Background: an optimization exercise with open tools, aiming at small area. Do not read the settings as production practice.
RTL that was checked went through simulation tests only; none was proved equivalent to the original.
For run 1, only the layout was checked, not whether the RTL still works.
Power figures rest on the tool's default switching activity, not on a simulated workload.

## design/flow/flow/reabc.ys.in

```
# Re-map the combinational logic of the standard synthesis for area; the
# flip-flops (blackboxes here) keep their instances, names and cell types.
read_liberty -lib @LIB@
read_verilog comb_models.v
read_verilog @IN@
hierarchy -top @TOP@
flatten
delete t:$scopeinfo
techmap
opt -fast
abc -liberty @LIB@ -script +strash;&get,-n;&deepsyn,-J,100,-T,60;&put;dch,-f;amap;strash;dch,-f;amap -dont_use sky130_fd_sc_hd__probe_* -dont_use sky130_fd_sc_hd__lpflow_*
opt_clean -purge
hilomap -singleton -hicell sky130_fd_sc_hd__conb_1 HI -locell sky130_fd_sc_hd__conb_1 LO
insbuf -buf sky130_fd_sc_hd__buf_4 A X
splitnets
opt_clean -purge
tee -o reabc_stat.log stat -liberty @LIB@
write_verilog -noexpr -noattr -nohex -nodec @OUT@
```

## design/flow/flow/genmodels.py

```python
# Writes a Verilog model (assign of the liberty function) for every combinational
# cell of a liberty file: python3 genmodels.py LIB OUT.v
import re
import sys
lib=open(sys.argv[1]).read()
out=[]
# split into cells
for m in re.finditer(r'\n\s*cell\s*\(\s*"?(sky130_fd_sc_hd__\w+)"?\s*\)\s*\{', lib):
    name=m.group(1); start=m.end()
    # find matching brace
    depth=1;i=start
    while depth:
        c=lib[i]
        if c=='{':depth+=1
        elif c=='}':depth-=1
        i+=1
    body=lib[start:i]
    if re.search(r'\b(ff|latch|statetable)\s*\(',body): continue
    pins=re.findall(r'pin\s*\(\s*"?(\w+)"?\s*\)\s*\{(.*?)\n\s{8}\}',body,re.S)
    ins=[];outs=[]
    for pn,pb in re.finditer(r'pin\s*\(\s*"?(\w+)"?\s*\)\s*\{',body) and []: pass
    for pm in re.finditer(r'pin\s*\(\s*"?(\w+)"?\s*\)\s*\{',body):
        pn=pm.group(1); j=pm.end(); d=1
        while d:
            if body[j]=='{':d+=1
            elif body[j]=='}':d-=1
            j+=1
        pb=body[pm.end():j]
        dirm=re.search(r'direction\s*:\s*"?(\w+)"?',pb)
        if not dirm: continue
        if dirm.group(1)=='input': ins.append(pn)
        elif dirm.group(1)=='output':
            f=re.search(r'function\s*:\s*"([^"]*)"',pb)
            if not f: outs=None;break
            outs.append((pn,f.group(1)))
    if not outs: continue
    def conv(f):
        f=f.replace('!','~').replace('+','|').replace('*','&')
        f=re.sub(r'\)\s*\(',')&(',f)
        f=re.sub(r'(\w)\s+(?=[\w(~])',r'\1&',f)
        f=re.sub(r'\)\s+(?=[\w(~])',')&',f)
        return f
    s='module %s(%s);\n'%(name,', '.join(ins+[o for o,_ in outs]))
    for p in ins: s+='  input %s;\n'%p
    for o,f in outs: s+='  output %s;\n  assign %s = %s;\n'%(o,o,conv(f))
    s+='endmodule\n'
    out.append(s)
open(sys.argv[2],'w').write('\n'.join(out))
print('models:',len(out))
```

## design/flow/flow/run.sh

```bash
#!/bin/bash
# Layout flow: the standard flow, with three changes:
#  - the combinational logic of the standard synthesis is re-mapped by ABC for
#    area (flip-flops untouched: same instances, names and cell types);
#  - ports are buffered with sky130_fd_sc_hd__buf_1;
#  - CTS inserts no dummy loads.
# Each tool writes its own log in this folder.
set -euo pipefail
LIB=$FLOW_HOME/platforms/$FLOW_PLATFORM/lib/sky130_fd_sc_hd__tt_025C_1v80.lib
YOSYS=$FLOW_HOME/../tools/install/yosys/bin/yosys
[ -x "$YOSYS" ] || YOSYS=yosys
export BUFFER_PORTS_ARGS="-buffer_cell sky130_fd_sc_hd__buf_1"
export CTS_ARGS="-sink_clustering_enable -repair_clock_nets -buf_list sky130_fd_sc_hd__clkbuf_8 -dont_use_dummy_load"
R=orfs/results/$FLOW_PLATFORM/uart_get_32bit_word/base
bash standard.sh synth > standard_synth.log 2>&1
cp $R/1_2_yosys.v $R/1_2_yosys_std.v
python3 flow/genmodels.py $LIB comb_models.v > genmodels.log 2>&1
sed -e "s|@LIB@|$LIB|g" -e "s|@IN@|$R/1_2_yosys_std.v|" -e "s|@OUT@|$R/1_2_yosys.v|" -e "s|@TOP@|$FLOW_TOP|" flow/reabc.ys.in > reabc.ys
$YOSYS -l reabc.log -q reabc.ys > reabc_stdout.log 2>&1
rm -f $R/1_synth.odb $R/1_synth.sdc
bash standard.sh > standard.log 2>&1
```

## design/flow/standard.sh

```bash
#!/bin/bash
# synth_recipe.tcl (not shown) runs the flow's synth.tcl, then flattens the netlist and writes it again
# the make line also repeats each setting of config.mk as NAME=value (left out here)
make -C /OpenROAD-flow-scripts/flow DESIGN_CONFIG=/design/flow/config.mk WORK_HOME=/design/flow/orfs CLKGATE_MAP_FILE= SYNTH_SCRIPT=/design/flow/synth_recipe.tcl "${@:-finish}"
```

## design/flow/config.mk

```make
export PLATFORM = sky130hd
export DESIGN_NAME = uart_get_32bit_word
export DESIGN_NICKNAME = uart_get_32bit_word
export VERILOG_FILES = /design/flow/design.v
export SDC_FILE = /design/flow/constraint.sdc
export NUM_CORES = 4
export LEC_CHECK = 0
export CAP_MARGIN = 20
export CORE_MARGIN = 2
export CORE_UTILIZATION = 40
export CTS_BUF_LIST = sky130_fd_sc_hd__clkbuf_8
export SLEW_MARGIN = 20
```

## design/flow/constraint.sdc

```tcl
create_clock -name core_clock -period 10.0 [get_ports {clk}]
set_input_delay 2.0000 -clock core_clock [delete_from_list [all_inputs] [get_ports {clk}]]
set_output_delay 2.0000 -clock core_clock [all_outputs]
set_load 0.01 [all_outputs]
```

## design/flow/design.v

```verilog
`timescale 1ns / 1ps
module uart_get_32bit_word(
    input  logic        clk, reset,
    input  logic        addr_query,
    input  logic [15:0] addr,
    input  logic        rx,
    output logic        tx,
    output logic        tx_debug,
    output logic        div_clk_debug,
    output logic        rx_debug,
    output logic        query_debug,
    output logic [6:0]  segments,
    output logic [7:0]  anodos
    );
    logic rst;
    assign rst = ~reset;
    logic [7:0] c;
    logic       d;
    logic       c_end, tick, fall;
    assign c_end = c[7] & c[6] & c[4] & c[1] & c[0];    
    assign tick  = c_end & ~d;
    assign fall  = c_end & d;
    always_ff @(posedge clk) begin
        if (rst | c_end) c <= 8'd142;
        else             c <= {c[6:0], c[7] ^ c[2]};
        if (rst)         d <= 1'b0;
        else if (c_end)  d <= ~d;
    end
    logic [15:0] e;
    logic        d1, e_end, step;
    logic [2:0]  digit;
    assign e_end = ~e[15] & ~e[13] & ~e[12] & ~e[11] & ~e[10] & ~e[8] & ~e[6] & ~e[4]
                 & ~e[3] & ~e[2] & ~e[1] & e[0];                  
    assign step  = e_end & ~d1;
    always_ff @(posedge clk) begin
        if (rst | e_end) e <= 16'd59750;
        else             e <= {e[14:0], e[15] ^ e[6]};
        if (rst)         d1 <= 1'b0;
        else if (e_end)  d1 <= ~d1;
        if (rst)         digit <= 3'd0;
        else if (step)   digit <= digit + 3'd1;
    end
    logic       pb_aux, pb_sync;
    logic [2:0] ps, ps_n;
    logic       pulse;
    assign ps_n[0] = pb_sync & (ps[0] | ~ps[1]);
    assign ps_n[1] = ps[0] & (pb_sync | ps[2]);
    assign ps_n[2] = ps[1] & ps[0] & (pb_sync | ps[2]);
    assign pulse   = ps[1] & ~ps[2];
    always_ff @(posedge clk) begin
        if (rst) begin
            pb_aux  <= 1'b0;
            pb_sync <= 1'b0;
        end else if (tick) begin
            pb_aux  <= addr_query;
            pb_sync <= pb_aux;
        end
        if (rst)       ps <= 3'd0;
        else if (fall) ps <= ps_n;
    end
    localparam logic [3:0] T_STOP = 4'd0, T_FINAL = 4'd1, T_IDLE = 4'd2,
                           T_LOAD = 4'd4, T_PRE = 4'd6;
    logic [3:0] tc;
    logic [4:0] tcnt;
    logic [1:0] tb;
    logic [7:0] tdata;
    logic       tbit_end;
    assign tbit_end = &tcnt;
    always_ff @(posedge clk) begin
        if (rst) tc <= T_IDLE;
        else if (tick) begin
            case (tc)
                T_IDLE:  if (pulse) tc <= T_LOAD;
                T_FINAL, T_LOAD, 4'd5, T_PRE: tc <= tc + 4'd1;
                T_STOP:  if (tbit_end) tc <= (tb == 2'd3) ? T_FINAL : T_LOAD;
                default: if (tbit_end) tc <= tc + 4'd1;
            endcase
        end
        if (tick) begin
            tcnt <= (tc == T_PRE) ? 5'd0 : tcnt + 5'd1;
            if (tc == T_IDLE) tb <= 2'd0;
            else if (tc == T_STOP && tbit_end) tb <= tb + 2'd1;
            if (tc == T_LOAD)
                tdata <= (tb == 2'd0) ? addr[7:0] : (tb == 2'd1) ? addr[15:8] : 8'd0;
        end
    end
    assign tx = tc[3] ? tdata[tc[2:0]] : ~(tc[2] & tc[1] & tc[0]);
    localparam logic [8:0] R_IDLE = 9'd304;
    logic [8:0] rp;
    logic       r_wait, r_samp, r_end;
    logic [7:0] rbyte;
    assign r_wait = rp[8] & rp[5] & rp[4] & rp[0];           
    assign r_samp = tick & (rp[4:0] == 5'd15);
    assign r_end  = r_samp & rp[8] & rp[5];                  
    always_ff @(posedge clk) begin
        if (rst) rp <= R_IDLE;
        else if (tick) begin
            if (r_wait) begin
                if (~rx) rp <= 9'd0;
            end else rp <= rp + 9'd1;
        end
        for (int i = 0; i < 8; i++)
            if (r_samp && rp[8:5] == 4'(i + 1)) rbyte[i] <= rx;
    end
    logic [2:0]  ws;
    logic [31:0] word;
    always_ff @(posedge clk) begin
        if (rst) ws <= 3'd0;
        else if (r_end && (ws[0] || rbyte == {6'd0, ws[2:1]} + 8'd1)) ws <= ws + 3'd1;
    end
    logic [7:0] wdata;
    assign wdata = rbyte & {8{reset}};
    always_ff @(posedge clk)
        for (int k = 0; k < 4; k++)
            if (rst || (tick && !r_end && ws == 3'(2*k + 1))) word[8*k +: 8] <= wdata;
    logic [3:0] nib;
    assign nib = word[4*digit +: 4];
    always_comb begin
        case (nib)
            4'd0:  segments = ~7'b1111110;
            4'd1:  segments = ~7'b0110000;
            4'd2:  segments = ~7'b1101101;
            4'd3:  segments = ~7'b1111001;
            4'd4:  segments = ~7'b0110011;
            4'd5:  segments = ~7'b1011011;
            4'd6:  segments = ~7'b1011111;
            4'd7:  segments = ~7'b1110000;
            4'd8:  segments = ~7'b1111111;
            4'd9:  segments = ~7'b1111011;
            4'd10: segments = ~7'b1110111;
            4'd11: segments = ~7'b0011111;
            4'd12: segments = ~7'b1001110;
            4'd13: segments = ~7'b0111101;
            4'd14: segments = ~7'b1001111;
            default: segments = ~7'b1000111;
        endcase
    end
    assign anodos = ~(8'd1 << digit);
    assign tx_debug      = tx;
    assign rx_debug      = rx;
    assign div_clk_debug = d;
    assign query_debug   = pulse;
endmodule
```

==> results of run 1 <==
final cells by class:
cell class | instances | area, um2 | area share [%]
Timing Repair Buffer | 48 | 214 | 4.56
Tap cell | 136 | 170 | 3.63
Sequential cell | 105 | 2650 | 56.5
Multi-Input combinational cell | 249 | 1360 | 28.9
Inverter | 46 | 173 | 3.68
Clock buffer | 9 | 124 | 2.64
worst max-delay path: cells and delay by family, from the launching register on:
family                 cells  cell delay, ns
and+or+nand+nor            6            1.62
buffers and inverters      3            0.52
AOI/OAI and AO/OA          4            0.67
DFF                        1            0.52
routing by layer:
metal | vias up | wire, um | GRT usage (%)
met3 | 15 | 275 | 2.39
met5 | - | 0 | 0
met2 | 62 | 3820 | 25.7
li1 | 1570 | - | -
met1 | 1444 | 3680 | 18.7
met4 | 0 | 161 | 6.12
registers in the layout (all words and copies together) (netlist names):
name	flops
e	16
tdata	8
word	32
rbyte	8
digit	3
c	8
rp	9
ws	3
ps	3
pb_aux	1
d1	1
tb	2
d	1
tc	4
tcnt	5
pb_sync	1
report_power, final:
group / internal (uW) / total, uW / switching (uW) / leakage (uW)
registers: 466 / 471 / 5.22 / 0.000935
clock network: 81.0 / 199 / 118 / 0.0000647
logic: 13.1 / 34.1 / 21.0 / 0.000558
stage by stage:
| stage | instance area (um2) | hold WS (ns) | power, uW | cells | setup slack (ns) |
|---|---|---|---|---|---|
| finish | 4690 | 0.412 | 703 | 593 | 4.32 |
| global route | 4690 | 0.438 | 733 | 593 | 3.86 |
| CTS | 4690 | 0.416 | 710 | 593 | 4.37 |
| detailed placement | 4570 | 0.401 | 515 | 584 | 4.74 |
| global placement | 4570 | 0.388 | 514 | 584 | 4.99 |
| floorplan | 4200 | 0.384 | 499 | 402 | 4.95 |
worst max-delay path by stage:
stage	endpoint	slack (ns)
floorplan	segments[5]	4.95
global placement	segments[4]	4.99
detailed placement	segments[4]	4.74
CTS	segments[4]	4.37
global route	segments[5]	3.86
finish	segments[5]	4.32
layout by cell type, fill, tap and decap left out, types with 2 or more instances in the layout:
cell	count
o31ai_1	2
a32o_1	8
clkbuf_8	9
nand2_1	19
o21a_1	2
or4_1	2
buf_1	39
and2_0	4
dfxtp_1	50
o22ai_1	13
o22a_1	2
nor4_1	8
o32ai_1	2
nand4_1	3
o221ai_1	2
o21ai_0	20
and3_1	6
buf_4	9
or2_0	8
a21oi_1	9
or3_1	12
a22oi_1	2
a211oi_1	5
edfxtp_1	55
nand3_1	9
nor2b_1	11
nor3_1	29
clkinv_1	46
nor2_1	62
a2111oi_0	3
==> run notes, run 1 <==
* Final setup fails at 0
* Setup TNS at 0 ns
* Initial antenna violation count at 0
* I/O Buffers at 39
* Avg Inst Size Synth at 10.4 um2
* Clock slew at reported path FFs at about 0.1 ns
* Resize count post-CTS at 0
* Die width at approximately 110 um
* Reported max-cap violation count at 0
* Final ANT Viol Nets at 0
* Crit path top cell by count: clkinv_1
* Reg2Reg Depth at 11
* Vias in the first global route at 2980
* Final clock skew at roughly 0.031 ns
* Drt wl/cell at between 10 and 15 um
* Post-CTS setup buffers at 0
* RR Endpoint: word[23]
* Fillers at around 1000
* RR Startpoint: c[7]
* Final wirelength at roughly 7.9 mm
* Slowest CP cell: nor4_1
* Syn Inst Count at around 400
* I/O pin total at 40
* Syn_nets at between 400 and 500
* Cts bufs inserted at 9
* Row Count at 37
* Worst Tran Pin Value at approximately 0.90 ns
* Largest stage delay on the critical path at 0.74 ns
* Hold Path End: e[13]
* Largest net degree at the start of global routing at 31
* Setup Crit Path Kind: flip-flop to primary output
* Status: finished clean
* Hold depth at 1
* Layout cells sized above 1 at approximately 3.9%
* Die Span Y at 106 um
* DRC viols at 0
* Leakage at roughly 0.0016 uW
* Max Slew Vio Count at 0
* Area delta synth->final at 11.8%
* Mapped cell area at about 0.0042 mm2
* Placer congestion estimate at about 0.8
* Worst rel slew slack at 39.8%
* Crit path DAT at around 3.7 ns
* Clock Latency Late Sink at roughly 0.36 ns
* Global-route wire length before repair at ~13 mm
* Core Util, Final at a little under half
* # diodes at 0
* Post-DP HPWL at ~5.9 mm
* Die Area at ~0.011 mm2
* DRT iter0 DRCs at 153
* Drt pass-1 iters at 4
* Worst Path Required at around 8 ns
* Critical Path Start Type: flip-flop
* Crit. End Element: primary output
* Power density cells at roughly 150 mW/mm2
* CTS max path bufs at 2
* Hold Vio Cnt, Final at 0
* R2R setup slack at between 7 and 8 ns
* GRT overflow at 0
* Core Footprint at slightly above 0.01 mm2
* Min-delay src: e[12]
* Minimum clock period at ~5.7 ns
* Final net count at between 400 and 500
* Via count at about 3000
* CTS Hold Buffers Added at 0
* Final period utilization at between 50 and 60%
* Clk root buf: clkbuf_8
* YS warnings at 1
* Fmax at about 180 MHz
* Cell-by-cell trace of the critical path: clkinv_1 -> nand3_1 -> o22ai_1 -> nor4_1 -> nor2_1 -> and2_0 -> or2_0 -> nand2_1 -> o31ai_1 -> o21ai_0 -> clkinv_1 -> o32ai_1 -> buf_1
* Initial Util at 40.8%
* CTS tree: done
* Worst VDD drop at 73.9 uV
* Tot GR Track Use at roughly 15%
* RSZ-0062 raised after global routing: no
* Max H-tree Level at 3
* Critical path origin: digit[2]
* Clock Sinks at ~110
* CP Max Fanout at 10
* Hold WC Path Type: flip-flop to flip-flop
* Via/cell ratio at about 5.2
==> run 2, diff against run 1 <==
--- a/design/flow/design.v
+++ b/design/flow/design.v
@@ -39,5 +39,5 @@
         else if (e_end)  d1 <= ~d1;
         if (rst)         digit <= 3'd0;
-        else if (step)   digit <= digit + 3'd1;
+        else             digit <= digit + {2'd0, step};
     end
     logic       pb_aux, pb_sync;
@@ -77,8 +77,9 @@
             endcase
         end
+        if (tick && tc == T_PRE) tcnt <= 5'd0;
+        else                     tcnt <= tcnt + {4'd0, tick};
+        if (tick && tc == T_IDLE) tb <= 2'd0;
+        else                      tb <= tb + {1'b0, tick && tc == T_STOP && tbit_end};
         if (tick) begin
-            tcnt <= (tc == T_PRE) ? 5'd0 : tcnt + 5'd1;
-            if (tc == T_IDLE) tb <= 2'd0;
-            else if (tc == T_STOP && tbit_end) tb <= tb + 2'd1;
             if (tc == T_LOAD)
                 tdata <= (tb == 2'd0) ? addr[7:0] : (tb == 2'd1) ? addr[15:8] : 8'd0;
@@ -94,10 +95,7 @@
     assign r_end  = r_samp & rp[8] & rp[5];                  
     always_ff @(posedge clk) begin
-        if (rst) rp <= R_IDLE;
-        else if (tick) begin
-            if (r_wait) begin
-                if (~rx) rp <= 9'd0;
-            end else rp <= rp + 9'd1;
-        end
+        if (rst)                        rp <= R_IDLE;
+        else if (tick && r_wait && ~rx) rp <= 9'd0;
+        else                            rp <= rp + {8'd0, tick & ~r_wait};
         for (int i = 0; i < 8; i++)
             if (r_samp && rp[8:5] == 4'(i + 1)) rbyte[i] <= rx;
@@ -107,5 +105,5 @@
     always_ff @(posedge clk) begin
         if (rst) ws <= 3'd0;
-        else if (r_end && (ws[0] || rbyte == {6'd0, ws[2:1]} + 8'd1)) ws <= ws + 3'd1;
+        else     ws <= ws + {2'd0, r_end && (ws[0] || rbyte == {6'd0, ws[2:1]} + 8'd1)};
     end
     logic [7:0] wdata;
--- a/design/flow/config.mk
+++ b/design/flow/config.mk
@@ -10,3 +10,4 @@
 export CORE_UTILIZATION = 40
 export CTS_BUF_LIST = sky130_fd_sc_hd__clkbuf_8
+export GPL_TIMING_DRIVEN = 0
 export SLEW_MARGIN = 20
==> run 2 against run 1 <==
Effect of this change: global-route usage is essentially flat; clock power is essentially flat; synthesized area shrank 1.4%; largest power group unchanged; largest cell class unchanged; critical path type unchanged; synthesized cell count grew 1.0%.
==> run notes, run 2 <==
* Via count at around 3100
* # diodes at 0
* Largest net degree at the start of global routing at 40
* Core Util, Final at ~45%
* Biggest register: word
* Cell-by-cell trace of the critical path: clkinv_1 -> nand3_1 -> o22ai_1 -> nor4_1 -> clkinv_1 -> nor2_1 -> nor2_1 -> nor2_1 -> nor2_1 -> nand2_1 -> o21ai_0 -> buf_1
* Die width at about 110 um
* Final period utilization at a little over half
* Clock Sinks at ~110
* Critical path depth at 12
* Largest register FFs at 32
* Worst path bufs/invs at 3
* I/O Buffers at 39
* Int Pwr at 562 uW
* GRT overflow at 0
* Hold_ws at just under 0.4 ns
* Setup TNS at 0 ns
* CTS Hold Buffers Added at 0
* Die Span Y at 106 um
* CTS max path bufs at 2
* Clock Latency Late Sink at about 0.35 ns
* CTS tree: done
* Fillers at between 900 and 1000
* Critical path origin: digit[0]
* Max H-tree Level at 3
* Syn_nets at between 400 and 500
* Leading registers by flop count: word: 32 flops, e: 16 flops, rp: 9 flops
* Placer congestion estimate at 0.843
* Final setup fails at 0
* Psw at 150 uW
* Setup Crit Path Kind: flip-flop to primary output
* Post-DP HPWL at approximately 5.7 mm
* DRC viols at 0
* Reported max-cap violation count at 0
* Slowest CP cell: nor4_1
* Hold WC Path Type: flip-flop to flip-flop
* DRT iter0 DRCs at 154
* Crit path top cell by count: nor2_1
* Via/cell ratio at 5.21
* Vias in the first global route at around 3000
* R2R setup slack at between 6 and 7 ns
* Syn Inst Count at roughly 410
* Final ANT Viol Nets at 0
* Worst Path Required at ~8.0 ns
* Initial Util at about two fifths
* Top delay family on crit path: simple AND/OR/NAND/NOR gates
* Hold Vio Cnt, Final at 0
* Register area at 0.00258 mm2
* Final clock skew at about 0.022 ns
* RR Endpoint: word[23]
* Worst VDD drop at between 70 and 80 uV
* Leakage at approximately 0.0015 uW
* Critical Path Start Type: flip-flop
* Drt pass-1 iters at 4
* I/O pin total at 40
* Initial antenna violation count at 0
* Crit path capture: segments[1]
* Status: finished clean
* CP Max Fanout at 9
* RR Startpoint: c[7]
* Drt wl/cell at around 14 um
* Pwr Total at ~710 uW
* Switching Share at between 20% and 30%
* Avg Inst Size Synth at about 10 um2
* Most frequent cells in the layout: 68 x nor2_1, 57 x dfxtp_1, 48 x edfxtp_1, 43 x clkinv_1, 39 x buf_1
* Clock slew at reported path FFs at 0.10 ns
* Most common library cell in the layout ignoring fill and taps: nor2_1
* Area delta synth->final at 11.4%
* Core Footprint at roughly 0.01 mm2
* Fmax at 191 MHz
* Reg2Reg Depth at 10
* RSZ-0062 raised after global routing: no
* Clk root buf: clkbuf_8
* Crit path DAT at 3.22 ns
* Max Slew Vio Count at 0
* Power density cells at 155 mW/mm2
* Resize count post-CTS at 0
* Final net count at about 480
* Final wirelength at 8.02 mm
* Gate power share at 5.8%
* Global-route wire length before repair at 13.6 mm
* Tot GR Track Use at ~15%
* Layout cells sized above 1 at 2.86%
* YS warnings at 1
* Crit. End Element: primary output
* Post-CTS setup buffers at 0
* Largest stage delay on the critical path at 0.65 ns
* Multi-input logic area at 0.00138 mm2
* Mapped cell area at between 0.004 and 0.005 mm2
* Clk network pwr share at between 20 and 30%
* Die Area at between 0.01 and 0.015 mm2
* Worst rel slew slack at between 40% and 50%
* Row Count at 37
* Worst Tran Pin Value at about 0.8 ns
* Minimum clock period at 5.22 ns
* Register share of total power at between 60% and 70%
* Cts bufs inserted at 9
run 2: worst min-delay path by stage:
| stage | cells after the start | slack, ns | from | to |
|---|---|---|---|---|
| after global placement | 1 | 0.40 | e[7] | e[8] |
| after global routing | 1 | 0.42 | e[14] | e[15] |
| after floorplan | 1 | 0.38 | e[14] | e[15] |
| final | 1 | 0.40 | e[14] | e[15] |
| after detailed placement | 1 | 0.39 | e[5] | e[6] |
| after CTS | 1 | 0.39 | e[14] | e[15] |
run 2: per-stage QoR:
stage / cells / cell area (um2) / setup slack, ns
after floorplan: 406 / 4140 / 5.73
after global placement: 581 / 4450 / 5.34
after detailed placement: 581 / 4450 / 5.20
after CTS: 590 / 4580 / 4.80
after global routing: 591 / 4610 / 4.40
final: 591 / 4610 / 4.78
run 2: area by class of cell:
class / count / share of cell area (%)
buffer: 2 / 0.326
sequential: 105 / 56.0
timing repair buffer: 40 / 3.77
clock buffer: 9 / 2.69
tap: 136 / 3.69
multi-input combinational: 256 / 30.0
inverter: 43 / 3.50
run 2: power groups by stage:
stage	registers (uW)	clock network, uW	logic (uW)
6_report	471	201	41.4
5_1_grt	472	222	46.9
4_1_cts	471	208	40.5
3_5_place_dp	480	0	40.4
3_3_place_gp	480	0	38.6
2_1_floorplan	479	0	27.1
run 2: per-layer routing:
metal	wire length, um	vias up	track usage (%)
met1	3780	1438	19.3
met5	0	-	0
met3	334	2	3.96
met2	3860	63	25.2
li1	-	1574	-
met4	40	0	3.67
==> run 3, diff against run 2 <==
--- a/design/flow/config.mk
+++ b/design/flow/config.mk
@@ -10,4 +10,3 @@
 export CORE_UTILIZATION = 40
 export CTS_BUF_LIST = sky130_fd_sc_hd__clkbuf_8
-export GPL_TIMING_DRIVEN = 0
 export SLEW_MARGIN = 20
==> run 3 against run 2 <==
Effect of this change: non-clock buffer count is 1 higher; still clean; total power is 0.21% higher; largest cell class unchanged; core utilization is 0.12 points lower; critical path depth stayed put.
==> run notes, run 3 <==
* Status: finished clean
* Syn Inst Count at between 400 and 500
* Final wirelength at roughly 7.9 mm
* Minimum clock period at 5.16 ns
* Hold_ws at 0.412 ns
* Fin cells at 592
* Worst path bufs/invs at 3
* Initial antenna violation count at 0
* Worst VDD drop at approximately 57 uV
* Most frequent cells in the layout: 68 x nor2_1, 57 x dfxtp_1, 48 x edfxtp_1, 43 x clkinv_1, 39 x buf_1
* Clock Latency Late Sink at ~0.36 ns
* Max H-tree Level at 3
* Placer congestion estimate at ~0.86
* Core Footprint at 0.0102 mm2
* RR Endpoint: word[24]
* Power density cells at approximately 160 mW/mm2
* Slowest CP cell: nor4_1
* Critical path depth at 12
* Final ANT Viol Nets at 0
* Resize count post-CTS at 0
* Top delay family on crit path: simple AND/OR/NAND/NOR gates
* # diodes at 0
* Reported max-cap violation count at 0
* Core Util, Final at a little under half
* CP Max Fanout at 11
* Leakage at approximately 0.0015 uW
* Fmax at 194 MHz
* Initial Util at between 40% and 50%
* I/O pin total at 40
* Setup Crit Path Kind: flip-flop to primary output
* Cts bufs inserted at 9
* Largest register FFs at 32
* Layout cells sized above 1 at 3.07%
* Drt pass-1 iters at 4
* Reg2Reg Depth at 11
* I/O Buffers at 39
* Tot GR Track Use at roughly 15%
* Avg Inst Size Synth at just over 10 um2
* Largest stage delay on the critical path at 0.65 ns
* Max Slew Vio Count at 0
* CTS max path bufs at 2
* Crit path DAT at around 3.2 ns
* Crit. End Element: primary output
* Cell-by-cell trace of the critical path: clkinv_1 -> nand3_1 -> o22ai_1 -> nor4_1 -> clkinv_1 -> nor2_1 -> nor2_1 -> nor2_1 -> nor2_1 -> nand2_1 -> o21ai_0 -> buf_1
* Clk root buf: clkbuf_8
* Hold WC Path Type: flip-flop to flip-flop
* Final net count at between 400 and 500
* Via/cell ratio at approximately 5.3
* Number of placed instances, taps included at 583
* Worst rel slew slack at a little under two fifths
* Hold Vio Cnt, Final at 0
* Vias in the first global route at 2948
* RSZ-0062 raised after global routing: no
* Critical path origin: digit[2]
* Via count at slightly above 3000
* Worst Tran Pin Value at 0.921 ns
* Die Area at around 0.011 mm2
* Leading registers by flop count: word: 32 flops, e: 16 flops, rp: 9 flops
* Biggest register: word
* Crit path capture: segments[1]
* Final setup fails at 0
* DRT iter0 DRCs at between 100 and 150
* YS warnings at 1
* Mapped cell area at ~0.0041 mm2
* Drt wl/cell at approximately 13 um
* DRC viols at 0
* Area delta synth->final at 11.1%
* Most common library cell in the layout ignoring fill and taps: nor2_1
* Die width at between 100 and 150 um
* R2R setup slack at 7.02 ns
* CTS tree: done
* Worst Path Required at approximately 8.0 ns
* Post-DP HPWL at between 5 and 6 mm
* Final period utilization at approximately 52%
* CTS Hold Buffers Added at 0
* GRT overflow at 0
* Row Count at 37
* Global-route wire length before repair at roughly 13 mm
* Largest net degree at the start of global routing at 40
* RR Startpoint: c[7]
* Critical Path Start Type: flip-flop
* Syn_nets at around 430
* Final clock skew at 0.0282 ns
* Clock slew at reported path FFs at 0.09 ns
* Die Span Y at about 110 um
* Crit path top cell by count: nor2_1
* Setup TNS at 0 ns
* Post-CTS setup buffers at 0
* Clock Sinks at between 100 and 150
==> run 3: per-layer routing <==
| layer | part of all wire [%] | global-route usage (%) | up-vias |
|---|---|---|---|
| li1 | - | - | 1582 |
| met1 | 48 | 18.5 | 1450 |
| met2 | 47 | 23.9 | 64 |
| met3 | 4.0 | 3.71 | 14 |
| met4 | 1.6 | 6.58 | 0 |
| met5 | 0 | 0 | - |
==> run 3: worst min-delay path by stage <==
| stage | from | end | cells past startpoint |
|---|---|---|---|
| 2_1_floorplan | e[14] | e[15] | 1 |
| 3_3_place_gp | e[5] | e[6] | 1 |
| 3_5_place_dp | e[7] | e[8] | 1 |
| 4_1_cts | e[7] | e[8] | 1 |
| 5_1_grt | e[7] | e[8] | 1 |
| 6_report | e[7] | e[8] | 1 |
==> run 3: area by class of cell <==
class | instances | area (um2)
clock buffers | 9 | 124
repair buffers | 43 | 176
inverters | 43 | 161
flip-flops and latches | 105 | 2580
multi-input cells | 256 | 1380
well taps | 136 | 170
fillers | 977 | 5590
==> run 3: report_power, final <==
group,switching (uW),internal (uW),total (uW),leakage [uW]
clock network,121,81.1,202,0.0000647
logic,25.1,15.9,41.0,0.000555
registers,6.20,465,471,0.000924
==> run 3: per-stage QoR <==
step                total power (uW)  worst slack, ns  cell area [um2]
global route                     742             4.58             4600
floorplan                        506             5.73             4140
CTS                              722             4.92             4590
global placement                 520             5.47             4470
finish                           714             4.84             4600
detailed placement               522             5.32             4470
==> run 4, diff against run 3 <==
--- a/design/flow/design.v
+++ b/design/flow/design.v
@@ -66,5 +66,9 @@
     logic [7:0] tdata;
     logic       tbit_end;
+    logic       t_ld, t_ld0, t_ld1;
     assign tbit_end = &tcnt;
+    assign t_ld  = tick & (tc == T_LOAD);           
+    assign t_ld0 = t_ld & (tb == 2'd0);
+    assign t_ld1 = t_ld & (tb == 2'd1);
     always_ff @(posedge clk) begin
         if (rst) tc <= T_IDLE;
@@ -81,8 +85,5 @@
         if (tick && tc == T_IDLE) tb <= 2'd0;
         else                      tb <= tb + {1'b0, tick && tc == T_STOP && tbit_end};
-        if (tick) begin
-            if (tc == T_LOAD)
-                tdata <= (tb == 2'd0) ? addr[7:0] : (tb == 2'd1) ? addr[15:8] : 8'd0;
-        end
+        tdata <= (addr[7:0] & {8{t_ld0}}) | (addr[15:8] & {8{t_ld1}}) | (tdata & {8{~t_ld}});
     end
     assign tx = tc[3] ? tdata[tc[2:0]] : ~(tc[2] & tc[1] & tc[0]);
@@ -107,9 +108,13 @@
         else     ws <= ws + {2'd0, r_end && (ws[0] || rbyte == {6'd0, ws[2:1]} + 8'd1)};
     end
-    logic [7:0] wdata;
-    assign wdata = rbyte & {8{reset}};
+    logic [3:0] wload, whold;
+    always_comb
+        for (int k = 0; k < 4; k++) begin
+            wload[k] = reset & tick & !r_end & (ws == 3'(2*k + 1));
+            whold[k] = reset & ~wload[k];
+        end
     always_ff @(posedge clk)
         for (int k = 0; k < 4; k++)
-            if (rst || (tick && !r_end && ws == 3'(2*k + 1))) word[8*k +: 8] <= wdata;
+            word[8*k +: 8] <= (rbyte & {8{wload[k]}}) | (word[8*k +: 8] & {8{whold[k]}});
     logic [3:0] nib;
     assign nib = word[4*digit +: 4];
--- a/design/flow/config.mk
+++ b/design/flow/config.mk
@@ -10,3 +10,4 @@
 export CORE_UTILIZATION = 40
 export CTS_BUF_LIST = sky130_fd_sc_hd__clkbuf_8
+export GPL_TIMING_DRIVEN = 0
 export SLEW_MARGIN = 20
==> run 4 against run 3 <==
Effect of this change: register-to-register slack worse by 0.90 ns; combinational power down 58%; total power down 8.5%; first-iteration DRC count down 5.1%; maximum frequency down 6.0%; clock skew up 0.0088 ns; worst setup slack worse by 0.33 ns; critical endpoint is now segments[5].
==> run notes, run 4 <==
* Status: finished clean
* DRC viols at 0
* Tot GR Track Use at roughly 17%
* Row Count at 37
* GRT overflow at 0
* Avg Inst Size Synth at about 8.4 um2
* Hold Vio Cnt, Final at 0
* Final wirelength at 8.67 mm
* Hold WC Path Type: flip-flop to flip-flop
* Final clock skew at ~0.037 ns
* Worst Tran Pin Value at 1.00 ns
* Drt pass-1 iters at 4
* Mapped cell area at between 0.004 and 0.005 mm2
* Clock slew at reported path FFs at 0.11 ns
* Initial Util at between 40 and 50%
* Clk root buf: clkbuf_8
* Minimum clock period at 5.49 ns
* Largest register FFs at 32
* Fillers at about 1000
* CTS tree: done
* Layout cells sized above 1 at 2.05%
* Final setup fails at 0
* Core Footprint at slightly above 0.01 mm2
* Hold Path End: e[15]
* RR Startpoint: c[7]
* Die Area at 0.0111 mm2
* YS warnings at 1
* R2R setup slack at a little over 6 ns
* Post-DP HPWL at 6.19 mm
* Reported max-cap violation count at 0
* Clock Sinks at approximately 110
* Syn Inst Count at 488
* Most common library cell in the layout ignoring fill and taps: dfxtp_1
* Resize count post-CTS at 0
* CP Max Fanout at 9
* Drt wl/cell at ~13 um
* Max Slew Vio Count at 0
* Min-delay src: e[14]
* Hold depth at 1
* Via/cell ratio at about 5.2
* Worst Path Required at ~8.0 ns
* Most frequent cells in the layout: 97 x dfxtp_1, 81 x clkinv_1, 65 x nor2_1, 40 x o22ai_1, 39 x buf_1
* Register area at 0.00218 mm2
* Crit path DAT at around 3.5 ns
* Power density cells at approximately 140 mW/mm2
* Via count at ~3500
* Area delta synth->final at 10.7%
* Worst VDD drop at 61.5 uV
* Global-route wire length before repair at 15.0 mm
* Die width at 105 um
* Clock Latency Late Sink at between 0.3 and 0.4 ns
* I/O Buffers at 39
* Largest net degree at the start of global routing at 33
* # diodes at 0
* Multi-input logic area at about 0.0016 mm2
* RR Endpoint: word[11]
* Setup TNS at 0 ns
* Syn_nets at roughly 500
* Setup Crit Path Kind: flip-flop to primary output
* Cts bufs inserted at 9
* Post-CTS setup buffers at 0
* Max H-tree Level at 3
* Biggest register: word
* Final net count at 558
* Core Util, Final at approximately 45%
* RSZ-0062 raised after global routing: no
* Final period utilization at a little over half
* Final ANT Viol Nets at 0
* Leakage at approximately 0.0015 uW
* I/O pin total at 40
* CTS max path bufs at 2
* Fmax at about 180 MHz
* Worst rel slew slack at between 30% and 40%
* Placer congestion estimate at roughly 0.83
* Leading registers by flop count: word: 32 flops, e: 16 flops, rp: 9 flops
* CTS Hold Buffers Added at 0
* DRT iter0 DRCs at 129
* Die Span Y at approximately 110 um
* Reg2Reg Depth at 11
* Critical Path Start Type: flip-flop
* Crit. End Element: primary output
* Initial antenna violation count at 0
* Vias in the first global route at around 3300
==> run 4: final cells by class <==
| type | count | area share, % |
|---|---|---|
| plain buffers | 2 | 0.329 |
| inverters | 81 | 6.67 |
| flip-flops and latches | 105 | 47.9 |
| well taps | 136 | 3.73 |
| clock buffers | 9 | 2.72 |
| multi-input cells | 300 | 35.5 |
| repair buffers | 39 | 3.21 |
==> run 4: critical path, stage by stage, from the launching register on <==
cell and delay, ns:
dfxtp_1 0.47, clkinv_1 0.29, nand2_1 0.34, o22ai_1 0.12, o41ai_1 0.81, clkinv_1 0.27, nor2_1 0.21, clkinv_1 0.13
nor2_1 0.17, o22a_1 0.15, buf_1 0.16
==> run 4: where the power goes <==
group	total (uW)	switching (uW)	leakage, uW	internal, uW
logic	17.2	10.4	0.000596	6.84
clock network	202	121	0.0000647	81.0
registers	434	3.51	0.000861	431
total	654	135	0.00152	519
==> run 4: metal layers <==
| metal | part of all wire [%] | GRT usage (%) | wire (um) |
|---|---|---|---|
| met1 | 48 | 21.5 | 4180 |
| met2 | 46 | 27.6 | 4020 |
| met3 | 3.9 | 2.78 | 337 |
| met4 | 1.6 | 7.62 | 140 |
| met5 | 0 | 0 | 0 |
==> run 4: worst max-delay path by stage <==
stage | startpoint | to | slack [ns] | depth (start not counted)
3_5_place_dp | digit[1] | segments[5] | 4.94 | 10
6_report | digit[0] | segments[5] | 4.51 | 10
5_1_grt | digit[0] | segments[5] | 4.10 | 10
2_1_floorplan | digit[1] | segments[6] | 5.67 | 10
4_1_cts | digit[1] | segments[5] | 4.53 | 10
3_3_place_gp | digit[0] | segments[6] | 5.09 | 11
==> run 4: stage by stage <==
stage / cells / setup slack (ns) / hold WS, ns / area [um2] / total power (uW)
after global placement: 663 / 5.09 / 0.388 / 4440 / 461
after CTS: 672 / 4.53 / 0.417 / 4560 / 661
after global routing: 672 / 4.10 / 0.432 / 4560 / 684
after detailed placement: 663 / 4.94 / 0.392 / 4440 / 461
after floorplan: 488 / 5.67 / 0.384 / 4120 / 453
final: 672 / 4.51 / 0.416 / 4560 / 654
==> run 5, diff against run 4 <==
--- a/design/flow/config.mk
+++ b/design/flow/config.mk
@@ -6,8 +6,8 @@
 export NUM_CORES = 4
 export LEC_CHECK = 0
-export CAP_MARGIN = 20
+export CAP_MARGIN = 0
 export CORE_MARGIN = 2
-export CORE_UTILIZATION = 40
+export CORE_UTILIZATION = 65
 export CTS_BUF_LIST = sky130_fd_sc_hd__clkbuf_8
 export GPL_TIMING_DRIVEN = 0
-export SLEW_MARGIN = 20
+export SLEW_MARGIN = 0
==> run 5 against run 4 <==
Effect of this change: critical path type unchanged; first-iteration DRC count is 96% higher; sequential cell count stayed put; synthesized cell count stayed put; still clean on timing, DRC and antenna.
==> run notes, run 5 <==
* Status: finished clean
* CTS max path bufs at 2
* Busiest layer in global routing: met2
* Tot GR Track Use at about a quarter
* Clk network pwr share at 30.8%
* RR Startpoint: c[7]
* Crit. End Element: primary output
* Cts bufs inserted at 9
* Met2 Use GR at 42.3%
* Worst Tran Pin Value at ~1.1 ns
* Switching Share at between 20% and 30%
* Crit path DAT at roughly 3.4 ns
* Row Count at 29
* Via/cell ratio at 5.68
* Hold WC Path Type: flip-flop to flip-flop
* Clock Sinks at about 110
* GRT overflow at 0
* Clock slew at reported path FFs at about 0.1 ns
* Resize count post-CTS at 0
* Final net count at around 560
* CTS Hold Buffers Added at 0
* Setup WS post-layout at about 4.6 ns
* CTS tree: done
* Initial antenna violation count at 0
* Vias in the first global route at roughly 3200
* Die Area at about 0.007 mm2
* Mapped cell area at about 0.0041 mm2
* Largest register FFs at 32
* Max H-tree Level at 3
* Biggest register: word
* Die Span Y at about 84 um
* Fmax at approximately 180 MHz
* Fin cells at just over 600
* Most frequent cells in the layout: 97 x dfxtp_1, 81 x clkinv_1, 65 x nor2_1, 40 x o22ai_1, 39 x buf_1
* Area delta synth->final at 8.90%
* Syn Inst Count at ~490
* Final clock skew at about 0.02 ns
* Psw at between 100 and 150 uW
* Largest net degree at the start of global routing at 33
* CP Max Fanout at 10
* DRC viols at 0
* Multi-input logic area at about 0.0016 mm2
* Critical path origin: digit[1]
* Worst rel slew slack at between 20% and 30%
* # diodes at 0
* I/O pin total at 40
* Critical Path Start Type: flip-flop
* I/O Buffers at 39
* Syn_nets at 508
* Initial Util at 66.0%
* RSZ-0062 raised after global routing: no
* Setup Crit Path Kind: flip-flop to primary output
* Final period utilization at 54.2%
* Reported max-cap violation count at 0
* Core Footprint at between 0.006 and 0.007 mm2
* Placer congestion estimate at 0.872
* DRT iter0 DRCs at roughly 250
* Minimum clock period at between 5 and 6 ns
* Hold depth at 1
* Final setup fails at 0
* Layout cells sized above 1 at about 2%
* Leakage at 0.00152 uW
* Drt wl/cell at roughly 13 um
* Hold Vio Cnt, Final at 0
* Final wirelength at around 8.1 mm
* Hold_ws at 0.412 ns
* Cell Area, Placed at 0.00436 mm2
* Register share of total power at about two thirds
* Int Pwr at ~520 uW
* Register area at 0.00218 mm2
* Reg2Reg Depth at 11
* Clock Latency Late Sink at ~0.36 ns
* Gate power share at between 2 and 3%
* Clk root buf: clkbuf_8
* Drt pass-1 iters at 5
* Post-placement setup slack at 5.03 ns
* Post-CTS setup buffers at 0
* Final ANT Viol Nets at 0
* Grt met1 use at between 30% and 40%
* Worst VDD drop at about 130 uV
* Die width at between 80 and 90 um
* Leading registers by flop count: word: 32 flops, e: 16 flops, rp: 9 flops
* Post-DP HPWL at around 5.8 mm
* Via count at about 3500
* Power density cells at between 100 and 150 mW/mm2
* Setup TNS at 0 ns
* Finished Cell Area at ~0.0045 mm2
* Global Route met3 Usage at a little under 4%
* YS warnings at 1
* Avg Inst Size Synth at ~8.4 um2
* Global-route wire length before repair at about 14 mm
* Most common library cell in the layout ignoring fill and taps: dfxtp_1
* Worst Path Required at 8.00 ns
* Number of placed instances, taps included at between 600 and 700
* Fillers at just under 500
* Min-delay src: e[14]
* Max Slew Vio Count at 0
-- run 5: cell counts in the layout (fill, tap and decap cells not counted) --
Identical to the previous run, type by type.
-- run 5: area by class of cell --
cell class              count  share of cell area (%)
flip-flops and latches    105                    48.6
multi-input cells         300                    36.1
inverters                  81                    6.78
repair buffers             39                    3.26
clock buffers               9                    2.76
well taps                  77                    2.15
plain buffers               2                   0.335
-- run 5: power groups by stage --
stage          Clock, uW  Combinational, uW  Sequential [uW]
5_1_grt              221               19.2              435
3_3_place_gp           0               16.3              444
3_5_place_dp           0               17.1              444
2_1_floorplan          0               10.0              443
6_report             201               17.0              434
4_1_cts              206               17.0              434
-- run 5: critical path, stage by stage (launching register included) --
cell and delay (ns):
dfxtp_1 0.53, clkinv_1 0.24, nand2_1 0.33, o22ai_1 0.11
o41ai_1 0.76, clkinv_1 0.27, nor2_1 0.20, clkinv_1 0.13
nor2_1 0.17, nor2_1 0.08, o21ai_0 0.07, buf_1 0.16
-- run 5: through the flow --
stage          util [%]  total power (uW)
6_report           71.9               652
3_5_place_dp       69.9               461
2_1_floorplan         -               453
5_1_grt            71.9               675
4_1_cts            71.9               657
3_3_place_gp       69.9               460
-- run 5: final timing paths --
path / to / slack (ns)
max reg2reg: word[9] / 6.13
min reg2reg: e[15] / 0.41
max: segments[6] / 4.58
min: e[15] / 0.41
-- run 5: metal layers --
metal / wire length, um / part of all wire (%)
met1: 3700 / 46
met3: 384 / 4.7
met2: 3920 / 48
met5: 0 / 0
met4: 121 / 1.5
==> run 6, diff against run 5 <==
--- a/design/flow/flow/reabc.ys.in
+++ b/design/flow/flow/reabc.ys.in
@@ -9,5 +9,5 @@
 techmap
 opt -fast
-abc -liberty @LIB@ -script +strash;&get,-n;&deepsyn,-J,100,-T,60;&put;dch,-f;amap;strash;dch,-f;amap -dont_use sky130_fd_sc_hd__probe_* -dont_use sky130_fd_sc_hd__lpflow_*
+abc -liberty @LIB@ -script +strash;&get,-n;&deepsyn,-J,100,-T,60;&dch,-f;&nf,-a,-R,1000;&put -dont_use sky130_fd_sc_hd__probe_* -dont_use sky130_fd_sc_hd__lpflow_*
 opt_clean -purge
 hilomap -singleton -hicell sky130_fd_sc_hd__conb_1 HI -locell sky130_fd_sc_hd__conb_1 LO
--- a/design/flow/config.mk
+++ b/design/flow/config.mk
@@ -6,8 +6,8 @@
 export NUM_CORES = 4
 export LEC_CHECK = 0
-export CAP_MARGIN = 0
+export CAP_MARGIN = 20
 export CORE_MARGIN = 2
-export CORE_UTILIZATION = 65
+export CORE_UTILIZATION = 40
 export CTS_BUF_LIST = sky130_fd_sc_hd__clkbuf_8
 export GPL_TIMING_DRIVEN = 0
-export SLEW_MARGIN = 0
+export SLEW_MARGIN = 20
==> run 6 against run 5 <==
Effect of this change: count of clock-buffer cells in the layout unchanged; critical endpoint is now segments[4]; critical path type unchanged; final area increased by 0.25%; sequential cell count unchanged; worst hold slack improved by 0.0095 ns; highest routed layer unchanged; global-route usage decreased by 8.4 points.
==> run notes, run 6 <==
* Status: finished clean
* CTS Hold Buffers Added at 0
* Placer congestion estimate at 0.752
* Cell Area, Placed at between 0.004 and 0.005 mm2
* Worst rel slew slack at roughly a third
* Hold WC Path Type: flip-flop to flip-flop
* I/O Buffers at 39
* Min-delay src: c[0]
* Worst Tran Pin Value at a little over 1 ns
* RSZ-0062 raised after global routing: no
* Multi-input logic area at between 0.0015 and 0.002 mm2
* Vias in the first global route at 3125
* Area delta synth->final at 10.9%
* Drt wl/cell at roughly 14 um
* Final wirelength at 8.35 mm
* Resize count post-CTS at 0
* Clock Sinks at about 110
* Biggest register: word
* Clock Latency Late Sink at ~0.36 ns
* Drt pass-1 iters at 4
* Hold depth at 1
* R2R setup slack at about 6.2 ns
* I/O pin total at 40
* Worst VDD drop at 64.7 uV
* Syn_nets at about 440
* Hold Vio Cnt, Final at 0
* Largest register FFs at 32
* Initial antenna violation count at 0
* Cts bufs inserted at 9
* CTS max path bufs at 2
* Crit. End Element: primary output
* Layout cells sized above 1 at 2.79%
* Hold Path End: c[1]
* Die Span Y at 105 um
* Power density cells at between 100 and 150 mW/mm2
* # diodes at 0
* Via count at 3240
* Final period utilization at about half
* Finished Cell Area at ~0.0045 mm2
* Fmax at 197 MHz
* Clock slew at reported path FFs at 0.11 ns
* DRC viols at 0
* Register area at between 0.002 and 0.0025 mm2
* Reg2Reg Depth at 12
* Core Footprint at 0.00982 mm2
* Row Count at 36
* Fillers at roughly 1000
* Reported max-cap violation count at 0
* GRT overflow at 0
* Die Area at 0.0110 mm2
* DRT iter0 DRCs at roughly 140
* Mapped cell area at 0.00405 mm2
* Final clock skew at between 0.03 and 0.04 ns
* Leakage at approximately 0.0017 uW
* Largest net degree at the start of global routing at 44
* Global-route wire length before repair at 14.5 mm
* Initial Util at 41.3%
* CTS tree: done
* Die width at between 100 and 150 um
* YS warnings at 1
* Tot GR Track Use at 16.0%
* Worst Path Required at roughly 8 ns
* Post-DP HPWL at 5.57 mm
* RR Startpoint: c[7]
* Critical Path Start Type: flip-flop
* Setup TNS at 0 ns
* Crit path DAT at between 3 and 4 ns
* Post-CTS setup buffers at 0
* CP Max Fanout at 10
* Syn Inst Count at ~420
* Final setup fails at 0
* Minimum clock period at ~5 ns
* Most common library cell in the layout ignoring fill and taps: dfxtp_1
* Final ANT Viol Nets at 0
* Avg Inst Size Synth at 9.70 um2
* Max H-tree Level at 3
* Via/cell ratio at 5.41
* Clk root buf: clkbuf_8
* Max Slew Vio Count at 0
* Final net count at 488
* Setup Crit Path Kind: flip-flop to primary output
* Most frequent cells in the layout: 97 x dfxtp_1, 39 x nand2_1, 38 x buf_1, 34 x a21oi_1, 32 x a22o_1
* Leading registers by flop count: word: 32 flops, e: 16 flops, rp: 9 flops
* RR Endpoint: word[25]
==> run 6: cell count changes in the layout (fill, tap and decap cells not counted), moves of 15 or more <==
| cell | previous run | this run |
|---|---|---|
| clkinv_1 | 81 | 16 |
| o22ai_1 | 40 | 1 |
| nor2_1 | 65 | 29 |
| a22o_1 | 0 | 32 |
| a21oi_1 | 10 | 34 |
| nor3_1 | 29 | 14 |
==> run 6: area by class of cell <==
| class | instances | area share [%] |
|---|---|---|
| repair buffers | 39 | 3.28 |
| well taps | 133 | 3.70 |
| multi-input cells | 295 | 40.1 |
| inverters | 16 | 1.34 |
| clock buffers | 9 | 2.75 |
| flip-flops and latches | 105 | 48.5 |
| plain buffers | 2 | 0.334 |
==> run 6: critical path: stages, from the launching register on <==
cell and delay (ns):
dfxtp_1 0.41, nor2b_1 0.73, a222oi_1 0.19, and3_1 0.26, a21oi_1 0.35, nor2b_1 0.30
nor2_1 0.06, o21ai_0 0.21, a21oi_1 0.10, buf_1 0.13
==> run 6: power by group <==
part | leakage (uW) | switching, uW | total, uW | internal [uW]
sequential | 0.000860 | 3.44 | 434 | 430
clock | 0.0000647 | 122 | 203 | 81.1
combinational | 0.000733 | 9.28 | 16.3 | 6.97
==> run 6: stage by stage <==
stage / power (uW) / cells / hold WS (ns) / util (%) / setup WS [ns]
2_1_floorplan: 451 / 418 / 0.394 / - / 5.88
5_1_grt: 680 / 599 / 0.458 / 45.8 / 4.60
3_5_place_dp: 460 / 590 / 0.403 / 44.5 / 5.33
4_1_cts: 660 / 599 / 0.422 / 45.7 / 4.93
3_3_place_gp: 459 / 590 / 0.402 / 44.5 / 4.82
6_report: 653 / 599 / 0.421 / 45.8 / 4.91
==> run 6: worst max-delay path by stage <==
stage	startpoint	endpoint	slack, ns
after CTS	digit[1]	segments[4]	4.93
final	digit[1]	segments[4]	4.91
after global routing	digit[0]	segments[4]	4.60
after global placement	reset	word[1]	4.82
after floorplan	rx	rx_debug	5.88
after detailed placement	digit[1]	segments[4]	5.33
==> run 6: layer usage <==
metal / track usage (%) / vias to the layer above / routed length, um
met5: 0 / - / 0
met4: 5.05 / 0 / 103
met3: 3.06 / 10 / 363
met2: 26.0 / 69 / 3810
met1: 21.6 / 1511 / 4070
li1: - / 1650 / -
==> run 7, diff against run 6 <==
--- a/design/flow/design.v
+++ b/design/flow/design.v
@@ -59,28 +59,21 @@
         else if (fall) ps <= ps_n;
     end
-    localparam logic [3:0] T_STOP = 4'd0, T_FINAL = 4'd1, T_IDLE = 4'd2,
-                           T_LOAD = 4'd4, T_PRE = 4'd6;
+    localparam logic [3:0] T_STOP = 4'd0, T_FINAL = 4'd1, T_IDLE = 4'd2, T_LEAD = 4'd6;
     logic [3:0] tc;
     logic [4:0] tcnt;
     logic [1:0] tb;
     logic [7:0] tdata;
-    logic       tbit_end;
-    logic       t_ld, t_ld0, t_ld1;
+    logic       tbit_end, t_go, t_ld, t_ld0, t_ld1;
     assign tbit_end = &tcnt;
-    assign t_ld  = tick & (tc == T_LOAD);           
+    assign t_go  = tick & ((tc == T_IDLE) ? pulse : (tc == T_STOP) & tbit_end & (tb != 2'd3));
+    assign t_ld  = tick & (tc == T_LEAD) & (tcnt[1:0] == 2'd1);    
     assign t_ld0 = t_ld & (tb == 2'd0);
     assign t_ld1 = t_ld & (tb == 2'd1);
     always_ff @(posedge clk) begin
         if (rst) tc <= T_IDLE;
-        else if (tick) begin
-            case (tc)
-                T_IDLE:  if (pulse) tc <= T_LOAD;
-                T_FINAL, T_LOAD, 4'd5, T_PRE: tc <= tc + 4'd1;
-                T_STOP:  if (tbit_end) tc <= (tb == 2'd3) ? T_FINAL : T_LOAD;
-                default: if (tbit_end) tc <= tc + 4'd1;
-            endcase
-        end
-        if (tick && tc == T_PRE) tcnt <= 5'd0;
-        else                     tcnt <= tcnt + {4'd0, tick};
+        else if (t_go) tc <= T_LEAD;
+        else if (tick && (tc == T_FINAL || (tc != T_IDLE && tbit_end))) tc <= tc + 4'd1;
+        if (t_go) tcnt <= 5'd29;
+        else      tcnt <= tcnt + {4'd0, tick};
         if (tick && tc == T_IDLE) tb <= 2'd0;
         else                      tb <= tb + {1'b0, tick && tc == T_STOP && tbit_end};
--- a/design/flow/flow/reabc.ys.in
+++ b/design/flow/flow/reabc.ys.in
@@ -9,5 +9,5 @@
 techmap
 opt -fast
-abc -liberty @LIB@ -script +strash;&get,-n;&deepsyn,-J,100,-T,60;&dch,-f;&nf,-a,-R,1000;&put -dont_use sky130_fd_sc_hd__probe_* -dont_use sky130_fd_sc_hd__lpflow_*
+abc -liberty @LIB@ -script +strash;&get,-n;&deepsyn,-J,100,-T,60;&dch,-f;&nf,-a,-R,1000;&put;&get,-n;&deepsyn,-J,100,-T,60;&dch,-f;&nf,-a,-R,1000;&put;&get,-n;&deepsyn,-J,100,-T,60;&dch,-f;&nf,-a,-R,1000;&put -dont_use sky130_fd_sc_hd__probe_* -dont_use sky130_fd_sc_hd__lpflow_*
 opt_clean -purge
 hilomap -singleton -hicell sky130_fd_sc_hd__conb_1 HI -locell sky130_fd_sc_hd__conb_1 LO
--- a/design/flow/config.mk
+++ b/design/flow/config.mk
@@ -8,6 +8,7 @@
 export CAP_MARGIN = 20
 export CORE_MARGIN = 2
-export CORE_UTILIZATION = 40
+export CORE_UTILIZATION = 70
 export CTS_BUF_LIST = sky130_fd_sc_hd__clkbuf_8
 export GPL_TIMING_DRIVEN = 0
+export PLACE_DENSITY = 0.9
 export SLEW_MARGIN = 20
==> run 7 against run 6 <==
Effect of this change: still clean; register-to-register slack better by 0.22 ns; count of clock-buffer cells in the layout is the same; sequential power about the same; core utilization rose by 34 points; die area down 42%; global-route usage grew 11 points; synthesized area fell by 0.99%; worst setup slack worse by 0.0052 ns; synthesized cell count shrank 2.9%; combinational power increased by 2%; largest cell class unchanged; highest routed layer unchanged.
==> run notes, run 7 <==
* Leading registers by flop count: word: 32 flops, e: 16 flops, rp: 9 flops
* Crit. End Element: primary output
* Final clock skew at between 0.03 and 0.04 ns
* Via/cell ratio at about 6.3
* Status: finished clean
* Hold Vio Cnt, Final at 0
* # diodes at 0
* CTS max path bufs at 2
* Largest net degree at the start of global routing at slightly above 40
* Biggest register: word
* Critical Path Start Type: flip-flop
* Global-route wire length before repair at about 14 mm
* Fillers at 357
* YS warnings at 1
* Hold WC Path Type: flip-flop to flip-flop
* DRT iter0 DRCs at 318
* Syn_nets at about 430
* RSZ-0062 raised after global routing: no
* Cell-by-cell trace of the critical path: or3b_1 -> o22ai_1 -> or4_1 -> nand2b_1 -> clkinv_1 -> a21oi_1 -> and2_0 -> a21oi_1 -> o21ai_0 -> buf_1
* Largest stage delay on the critical path at roughly 0.66 ns
* Max H-tree Level at 3
* Layout cells sized above 1 at under 10%
* Fmax at 196 MHz
* Minimum clock period at between 5 and 6 ns
* Worst Path Required at 8.00 ns
* Clock slew at reported path FFs at roughly 0.10 ns
* Initial antenna violation count at 0
* Die Area at 0.00636 mm2
* Drt pass-1 iters at 5
* DRC viols at 0
* CP Max Fanout at 10
* Met3 Wirelength at ~600 um
* Avg Inst Size Synth at approximately 10 um2
* Via count at about 3300
* Setup Crit Path Kind: flip-flop to primary output
* Worst rel slew slack at between 30% and 40%
* Initial Util at between 70 and 80%
* Area delta synth->final at 9.29%
* I/O Buffers at 39
* DRT met1 WL at ~3.5 mm
* DR top layer: met4
* Final net count at approximately 480
* I/O pin total at 40
* Worst VDD drop at approximately 140 uV
* Cts bufs inserted at 9
* Crit path top cell by count: a21oi_1
* Drt wl/cell at 15.8 um
* Final wirelength at approximately 8.3 mm
* Die width at 79.7 um
* Row Count at 27
* Final ANT Viol Nets at 0
* Hold_ws at about 0.43 ns
* Post-CTS setup buffers at 0
* Core Footprint at approximately 0.0055 mm2
* CTS tree: done
* Slowest CP cell: or4_1
* Core Util, Final at roughly 80%
* GRT overflow at 0
* Worst Tran Pin Value at 0.945 ns
* Clock Latency Late Sink at between 0.3 and 0.4 ns
* Clk root buf: clkbuf_8
* Setup TNS at 0 ns
* Final setup fails at 0
* Most common library cell in the layout ignoring fill and taps: dfxtp_1
* Placer congestion estimate at 0.871
* Tot GR Track Use at 27.5%
* Syn Inst Count at 406
* Largest register FFs at 32
* Crit path DAT at about 3 ns
* Mapped cell area at approximately 0.0040 mm2
* Max Slew Vio Count at 0
* Metal2 WL at 4.01 mm
* Clock Sinks at about 110
* Multi-input logic area at roughly 0.0018 mm2
* Final period utilization at between 50% and 60%
* Resize count post-CTS at 0
* Post-DP HPWL at around 5.7 mm
* Most frequent cells in the layout: 97 x dfxtp_1, 38 x buf_1, 33 x nor2_1, 32 x a22o_1, 24 x nand2_1
* CTS Hold Buffers Added at 0
* Register area at 0.00218 mm2
* Die Span Y at between 70 and 80 um
* Leakage at 0.00160 uW
* Vias in the first global route at roughly 3000
* Power density cells at 149 mW/mm2
* Reported max-cap violation count at 0
==> run 7: report_power, final <==
part | leakage, uW | total (uW) | switching, uW | internal (uW)
Sequential | 0.000860 | 434 | 4.02 | 430
Combinational | 0.000679 | 16.7 | 9.47 | 7.25
Clock | 0.0000647 | 203 | 122 | 81.0
==> run 7: worst max-delay path: cells and delay by family, from the launching register on <==
| kind | cells | cell delay [ns] |
|---|---|---|
| compound gates | 4 | 0.61 |
| buf+inv | 2 | 0.27 |
| simple gates | 4 | 1.35 |
| flops | 1 | 0.48 |
==> run 7: layer usage <==
metal | GRT usage, % | vias to the layer above
met5 | 0 | -
met4 | 11.9 | 0
met3 | 6.45 | 27
met2 | 44.1 | 142
met1 | 35.6 | 1562
li1 | - | 1614
==> run 7: final timing paths <==
path            start     endpoint  slack, ns  depth (start not counted)
min              e[5]         e[6]       0.43                          1
max reg2reg      c[4]      word[8]       6.43                         11
max          digit[0]  segments[1]       4.91                         10
min reg2reg      e[5]         e[6]       0.43                          1
==> run 7: layout make-up <==
type / instances / area share (%)
buffer: 2 / 0.342
clock buffer: 9 / 2.82
inverter: 16 / 1.37
multi-input combinational: 283 / 40.2
sequential: 105 / 49.7
tap: 72 / 2.05
timing repair buffer: 40 / 3.48
==> run 7: per-stage QoR <==
| step | setup WS [ns] | std cells | instance area (um2) | power [uW] |
|---|---|---|---|---|
| floorplan | 5.74 | 406 | 4010 | 452 |
| global placement | 4.86 | 517 | 4250 | 459 |
| detailed placement | 5.38 | 518 | 4260 | 460 |
| CTS | 4.96 | 527 | 4390 | 657 |
| global route | 4.70 | 527 | 4390 | 676 |
| finish | 4.91 | 527 | 4390 | 654 |
==> run 8, diff against run 7 <==
--- a/design/flow/config.mk
+++ b/design/flow/config.mk
@@ -8,7 +8,6 @@
 export CAP_MARGIN = 20
 export CORE_MARGIN = 2
-export CORE_UTILIZATION = 70
+export CORE_UTILIZATION = 40
 export CTS_BUF_LIST = sky130_fd_sc_hd__clkbuf_8
 export GPL_TIMING_DRIVEN = 0
-export PLACE_DENSITY = 0.9
 export SLEW_MARGIN = 20
==> run 8 against run 7 <==
Effect of this change: synthesized area stayed put; largest power group unchanged; routed wire length is 1.3% higher; total power is 0.29% higher; via count is 4.1% lower; first-iteration DRC count is 62% lower; die area is 71% higher; synthesized cell count stayed put.
==> run notes, run 8 <==
* Status: finished clean
* Clk network pwr share at 31.3%
* RR Startpoint: c[1]
* Area delta synth->final at 11.2%
* Setup Crit Path Kind: flip-flop to primary output
* Setup WS post-layout at approximately 5.0 ns
* Hold WC Path Type: flip-flop to flip-flop
* CTS tree: done
* CP Max Fanout at 10
* Die Area at around 0.011 mm2
* Max Slew Vio Count at 0
* GRT overflow at 0
* CTS max path bufs at 2
* Critical Path Start Type: flip-flop
* Minimum clock period at approximately 5 ns
* Gate power share at around 2.6%
* Placer congestion estimate at about 0.8
* YS warnings at 1
* Power density cells at about 150 mW/mm2
* Max H-tree Level at 3
* Post-CTS setup buffers at 0
* Worst Tran Pin Value at roughly 0.90 ns
* Hold Vio Cnt, Final at 0
* Crit path capture: segments[6]
* Core Footprint at between 0.009 and 0.01 mm2
* Clock Latency Late Sink at 0.37 ns
* Final setup fails at 0
* Worst rel slew slack at between 30% and 40%
* Global-route wire length before repair at ~14 mm
* Syn_nets at 426
* Final ANT Viol Nets at 0
* Syn Inst Count at between 400 and 500
* Post-DP HPWL at between 5 and 6 mm
* Biggest register: word
* Resize count post-CTS at 0
* Final clock skew at 0.0307 ns
* Leakage at 0.00160 uW
* Hold_ws at between 0.4 and 0.5 ns
* Reported max-cap violation count at 0
* Register share of total power at roughly 66%
* Worst Path Required at ~8.0 ns
* Via count at 3207
* Initial antenna violation count at 0
* Drt pass-1 iters at 4
* Mapped cell area at around 0.0040 mm2
* Fin cells at 587
* Crit path DAT at just over 3 ns
* Final wirelength at 8.44 mm
* # diodes at 0
* Drt wl/cell at 14.4 um
* Clock slew at reported path FFs at approximately 0.10 ns
* Hold depth at 1
* Fmax at slightly below 200 MHz
* RR Endpoint: word[12]
* Via/cell ratio at around 5.5
* Most frequent cells in the layout: 97 x dfxtp_1, 38 x buf_1, 33 x nor2_1, 32 x a22o_1, 24 x nand2_1
* Psw at 137 uW
* Largest register FFs at 32
* Die width at 104 um
* Worst VDD drop at 57.4 uV
* DRT iter0 DRCs at 120
* Cts bufs inserted at 9
* I/O pin total at 40
* Row Count at 36
* Clk root buf: clkbuf_8
* Final net count at roughly 480
* Largest net degree at the start of global routing at between 40 and 50
* Layout cells sized above 1 at between 3 and 4%
* Clock Sinks at between 100 and 150
* Die Span Y at 104 um
* Tot GR Track Use at 15.8%
* Reg2Reg Depth at 11
* CTS Hold Buffers Added at 0
* R2R setup slack at approximately 6.4 ns
* Leading registers by flop count: word: 32 flops, e: 16 flops, rp: 9 flops
* I/O Buffers at 39
* Number of placed instances, taps included at approximately 580
* RSZ-0062 raised after global routing: no
* Crit. End Element: primary output
* DRC viols at 0
* Avg Inst Size Synth at a little under 10 um2
* Vias in the first global route at roughly 2900
* Critical path origin: digit[0]
* Initial Util at 41.1%
* Setup TNS at 0 ns
* Most common library cell in the layout ignoring fill and taps: dfxtp_1
* Switching Share at between 20% and 30%
* Int Pwr at between 500 and 600 uW
* Final period utilization at 50.3%
* Post-placement setup slack at 5.40 ns
run 8: cell count changes in the layout (fill, tap and decap cells not counted), sizes merged:
cell,before,now
buf,42,41
run 8: critical path, stage by stage (launching register included):
cell	delay [ns]
dfxtp_1	0.49
or3b_1	0.27
o22ai_1	0.14
or4_1	0.65
nor2_1	0.18
and2_0	0.18
a21oi_1	0.07
and2_0	0.22
a21oi_1	0.20
o21ai_0	0.12
buf_1	0.14
run 8: worst min path at each step:
| stage | start | endpoint |
|---|---|---|
| floorplan | e[14] | e[15] |
| finish | e[14] | e[15] |
| CTS | e[5] | e[6] |
| detailed placement | e[7] | e[8] |
| global placement | e[7] | e[8] |
| global route | e[5] | e[6] |
run 8: layout make-up:
type,count,area [um2]
timing repair buffer,39,148
tap,133,166
fill,980,5310
sequential,105,2180
clock buffer,9,124
inverter,16,60.1
buffer,2,15.0
multi-input combinational,283,1770
run 8: through the flow:
stage | util [%] | cell area [um2] | power, uW
6_report | 45.7 | 4460 | 656
3_3_place_gp | 44.3 | 4330 | 460
4_1_cts | 45.7 | 4460 | 662
2_1_floorplan | - | 4010 | 452
3_5_place_dp | 44.4 | 4340 | 460
5_1_grt | 45.7 | 4460 | 683
run 8: per-layer routing:
layer / routed length [um] / up-vias / GRT usage [%]
met2: 3910 / 60 / 25.9
met1: 4070 / 1527 / 20.4
li1: - / 1609 / -
met3: 340 / 11 / 4.32
met4: 116 / 0 / 4.73
met5: 0 / - / 0
run 8: power by group through the flow:
stage	combinational, uW	sequential (uW)	clock [uW]
final	16.8	434	205
after global routing	19.1	435	229
after CTS	17.0	434	212
after detailed placement	16.9	444	0
after global placement	16.3	444	0
after floorplan	9.52	443	0

-- re-timing with driven ports --
How much do the figures lean on ideal ports? The routed layouts below were timed once more, with nothing changed but the port constraints. Step 1 sets driving cells, clkbuf_16 on the clock port and buf_2 on the other inputs (assumed; they add their load-dependent delay and slew). Step 2, shift: input delay + t, output delay - t, t = (earliest + latest rising clock arrival at the registers) / 2. This alone moves slack from input paths to output paths. Slacks: ideal / step 1 / step 2; pairs: ideal / step 1.
run	t (ns)	slack for setup (ns)	latest minus earliest clock arrival (ns)	slew at the worst register clock pin (ns)
run 1	0.374	4.319 / 4.288 / 4.663	0.033 / 0.033	0.10 / 0.10
run 2	0.378	4.775 / 4.741 / 5.119	0.022 / 0.023	0.10 / 0.10
run 3	0.374	4.841 / 4.808 / 5.183	0.028 / 0.029	0.10 / 0.10
run 4	0.387	4.509 / 4.476 / 4.863	0.038 / 0.038	0.11 / 0.11
run 5	0.377	4.578 / 4.549 / 4.926	0.021 / 0.021	0.10 / 0.10
run 6	0.375	4.913 / 4.881 / 5.256	0.039 / 0.040	0.11 / 0.11
run 7	0.380	4.907 / 4.880 / 5.259	0.033 / 0.033	0.10 / 0.10
run 8	0.388	4.970 / 4.936 / 5.324	0.031 / 0.032	0.10 / 0.10
After both steps setup and hold are still met in every run listed.
